Source: an optimization exercise on an open RTL-to-GDS flow (aim: small area). Production flows keep margins and buffers that such runs may drop. Function was checked by simulation only, so behaviour that the tests miss may differ from the original.

## v22
// FFT16_SEQUENTIAL
module FFT16_SEQUENTIAL(A, Y, CLK, START, DONE, RESET);
input  [31:0] A;
output [31:0] Y;
input         CLK;
input         START;
output        DONE;
input         RESET;
reg [5:0] STATE;
reg       LAST_START;
always @(posedge CLK) begin
    if (RESET) begin
        LAST_START <= 1'b0;
        STATE      <= 6'd0;
    end else begin
        LAST_START <= START;
        case (STATE)
            6'd0:    STATE <= (~LAST_START & START) ? 6'd1 : 6'd0;
            6'd33:   STATE <= 6'd0;
            default: STATE <= STATE + 6'd1;
        endcase
    end
end
assign DONE = (STATE == 6'd18);
reg  [31:0] T [0:3][0:3];
wire [3:0] k    = STATE[3:0];
wire       act  = (STATE[5:4] == 2'b00);
wire       init = act & (STATE[3:2] == 2'b00);
wire [1:0] n    = k[3:2];
wire       g0   = n[0] & k[0];
wire [15:0] xh  = (g0 ? A[15:0]  : A[31:16]) & {16{act}};
wire [15:0] xl  = (g0 ? A[31:16] : A[15:0])  & {16{act}};
wire [31:0] tap [0:3];
genvar b;
generate
    for (b = 0; b < 4; b = b + 1) begin : ph1
        wire [1:0] br = k[1:0] - 2'd2 - b;
        wire [1:0] e  = n * br;
        wire       f  = (b % 2 == 1) ? n[0] : 1'b0;
  ...
Size in the first run: about 2,600 cells after synthesis, roughly 520 flip-flops, about 34,000 um^2 of cells after synthesis.
export LEC_CHECK = 0
export CAP_MARGIN = 20
export CORE_MARGIN = 2
export CORE_UTILIZATION = 40
export CTS_CLUSTER_DIAMETER = 80
export CTS_CLUSTER_SIZE = 30
export SETUP_SLACK_MARGIN = 0.2
export SLEW_MARGIN = 20
export SYNTH_HIERARCHICAL = 1
create_clock -name core_clock -period 14.0 [get_ports {CLK}]
standard.sh (not shown) runs the stock make flow with config.mk's settings and CLKGATE_MAP_FILE= SYNTH_SCRIPT=/design/flow/synth_recipe.tcl, a recipe that flattens the netlist after the stock synthesis.
==> flow/flow/run.sh <==
#!/bin/bash
# Own flow: the standard layout (standard synthesis, floorplan, placement,
# CTS, routing) with one change: the buffers that placement puts on the input
# and output ports are sky130_fd_sc_hd__buf_1 cells. Every port is still buffered.
set -euo pipefail
cd "$(dirname "$0")/.."
export BUFFER_PORTS_ARGS="-buffer_cell sky130_fd_sc_hd__buf_1"
bash standard.sh > standard_flow.log 2>&1
> inputs changed (v22 -> v25)
# v22
export LEC_CHECK = 0
export CAP_MARGIN = 20
export CORE_MARGIN = 2
export CORE_UTILIZATION = 40
export CTS_CLUSTER_DIAMETER = 80
export CTS_CLUSTER_SIZE = 30
export SETUP_SLACK_MARGIN = 0.2
export SLEW_MARGIN = 20
export SYNTH_HIERARCHICAL = 1
create_clock -name core_clock -period 14.0 [get_ports {CLK}]
# v25
export LEC_CHECK = 0
export CAP_MARGIN = 20
export CORE_MARGIN = 2
export CORE_UTILIZATION = 40
export CTS_BUF_LIST = sky130_fd_sc_hd__clkbuf_8
export CTS_CLUSTER_DIAMETER = 60
export CTS_CLUSTER_SIZE = 20
export SETUP_SLACK_MARGIN = 0.2
export SLEW_MARGIN = 20
export SYNTH_HIERARCHICAL = 1
create_clock -name core_clock -period 14.0 [get_ports {CLK}]
==> flow/run.sh (new file) <==
#!/bin/bash
# synth_recipe.tcl (not shown) runs the flow's synth.tcl, then flattens the netlist and writes it again
# the make line also repeats each setting of config.mk as NAME=value (left out here)
make -C /OpenROAD-flow-scripts/flow DESIGN_CONFIG=/design/flow/config.mk WORK_HOME=/design/flow/orfs CLKGATE_MAP_FILE= SYNTH_SCRIPT=/design/flow/synth_recipe.tcl finish
removed: flow/flow/run.sh
removed: flow/standard.sh
--- outcome ---
- v25 vs v22: via density per instance up slightly
- Diff v22 and v25: post-layout instance area lower in v22
- Going from v22 to v25, wire length rose 410 um.
- Per the comparison of v25 with v22, data arrival time of the worst path up 0.02 ns; final cell count saw an increase.
Modified inputs, v45 compared to v25
# v25
export LEC_CHECK = 0
export CAP_MARGIN = 20
export CORE_MARGIN = 2
export CORE_UTILIZATION = 40
export CTS_BUF_LIST = sky130_fd_sc_hd__clkbuf_8
export CTS_CLUSTER_DIAMETER = 60
export CTS_CLUSTER_SIZE = 20
export SETUP_SLACK_MARGIN = 0.2
export SLEW_MARGIN = 20
export SYNTH_HIERARCHICAL = 1
create_clock -name core_clock -period 14.0 [get_ports {CLK}]
# v45
export LEC_CHECK = 0
export CAP_MARGIN = 20
export CORE_MARGIN = 2
export CORE_UTILIZATION = 40
export CTS_CLUSTER_DIAMETER = 80
export CTS_CLUSTER_SIZE = 30
export PLACE_DENSITY = 0.7
export SETUP_SLACK_MARGIN = 0.2
export SLEW_MARGIN = 20
export SYNTH_HIERARCHICAL = 1
create_clock -name core_clock -period 14.0 [get_ports {CLK}]
==> run summary <==
Compared with v25, v45 shows violation count after the first detailed-routing iteration higher by 34. Looking only at number of global-route vias before repair, and setting everything else aside, the higher value of v45 and v25 goes to v25. Reg2reg setup slack essentially unchanged between v45 and v25. v25 leaves less setup margin than v45. Vias: v45 fewer than v25. Diff v25 -> v45 | detailed-routed wire length on met3 | up by a little under 10%. Diff v25 -> v45: proportion of layout cells with a drive suffix above 1 now smaller, non-clock buffer count in the final layout now larger.
The inputs of v14 differ from those of v45 as listed below.
# v45
export LEC_CHECK = 0
export CAP_MARGIN = 20
export CORE_MARGIN = 2
export CORE_UTILIZATION = 40
export CTS_CLUSTER_DIAMETER = 80
export CTS_CLUSTER_SIZE = 30
export PLACE_DENSITY = 0.7
export SETUP_SLACK_MARGIN = 0.2
export SLEW_MARGIN = 20
export SYNTH_HIERARCHICAL = 1
create_clock -name core_clock -period 14.0 [get_ports {CLK}]
# v14
export LEC_CHECK = 0
export CAP_MARGIN = 20
export CORE_MARGIN = 2
export CORE_UTILIZATION = 40
export CTS_CLUSTER_DIAMETER = 80
export CTS_CLUSTER_SIZE = 30
export SETUP_SLACK_MARGIN = 0.2
export SLEW_MARGIN = 20
export SYNTH_HIERARCHICAL = 1
create_clock -name core_clock -period 14.0 [get_ports {CLK}]
==> flow/flow/run.sh (new file) <==
#!/bin/bash
set -euo pipefail
cd "$(dirname "$0")/.."
export BUFFER_PORTS_ARGS="-buffer_cell sky130_fd_sc_hd__buf_1"
bash standard.sh synth > standard_synth.log 2>&1
export DONT_USE_CELLS="sky130_fd_sc_hd__buf_4 sky130_fd_sc_hd__buf_6 sky130_fd_sc_hd__buf_8 sky130_fd_sc_hd__buf_12 sky130_fd_sc_hd__buf_16"
bash standard.sh > standard_flow.log 2>&1
==> flow/standard.sh (new file) <==
#!/bin/bash
# synth_recipe.tcl (not shown) runs the flow's synth.tcl, then flattens the netlist and writes it again
# the make line also repeats each setting of config.mk as NAME=value (left out here)
make -C /OpenROAD-flow-scripts/flow DESIGN_CONFIG=/design/flow/config.mk WORK_HOME=/design/flow/orfs CLKGATE_MAP_FILE= SYNTH_SCRIPT=/design/flow/synth_recipe.tcl "${@:-finish}"
removed: flow/run.sh
Worst-margin pin slew: v45 and v14 compared, lower one is v45. As far as reported max-cap violation count goes, v14 and v45 are indistinguishable; the numbers are identical. There was hardly any difference in die area between v45 and v14.

## static timing again, ports no longer ideal
Ports are ideal in the flow. The routed layouts listed here were re-timed in OpenROAD. Step 1 assumes that a clkbuf_16 drives the clock port and a buf_2 every other input. Step 2 also shifts input and output timing later by t, the mid clock arrival at the registers, as if the neighbouring blocks saw the same clock. Slacks: no drivers / after step 1 / after step 2; pairs: no drivers / after step 1.
run	t (ns)	slack for setup (ns)	hold slack, ns	worst setup path at the end
v22	0.636	0.382 / 0.382 / 0.382	0.319 / 0.319 / 0.319	register to register
v25	0.668	0.404 / 0.404 / 0.404	0.308 / 0.308 / 0.308	register to register
v45	0.632	0.410 / 0.410 / 0.410	0.298 / 0.298 / 0.298	register to register
v14	0.636	0.382 / 0.382 / 0.382	0.319 / 0.319 / 0.319	register to register
After both steps every run listed still meets setup and hold.
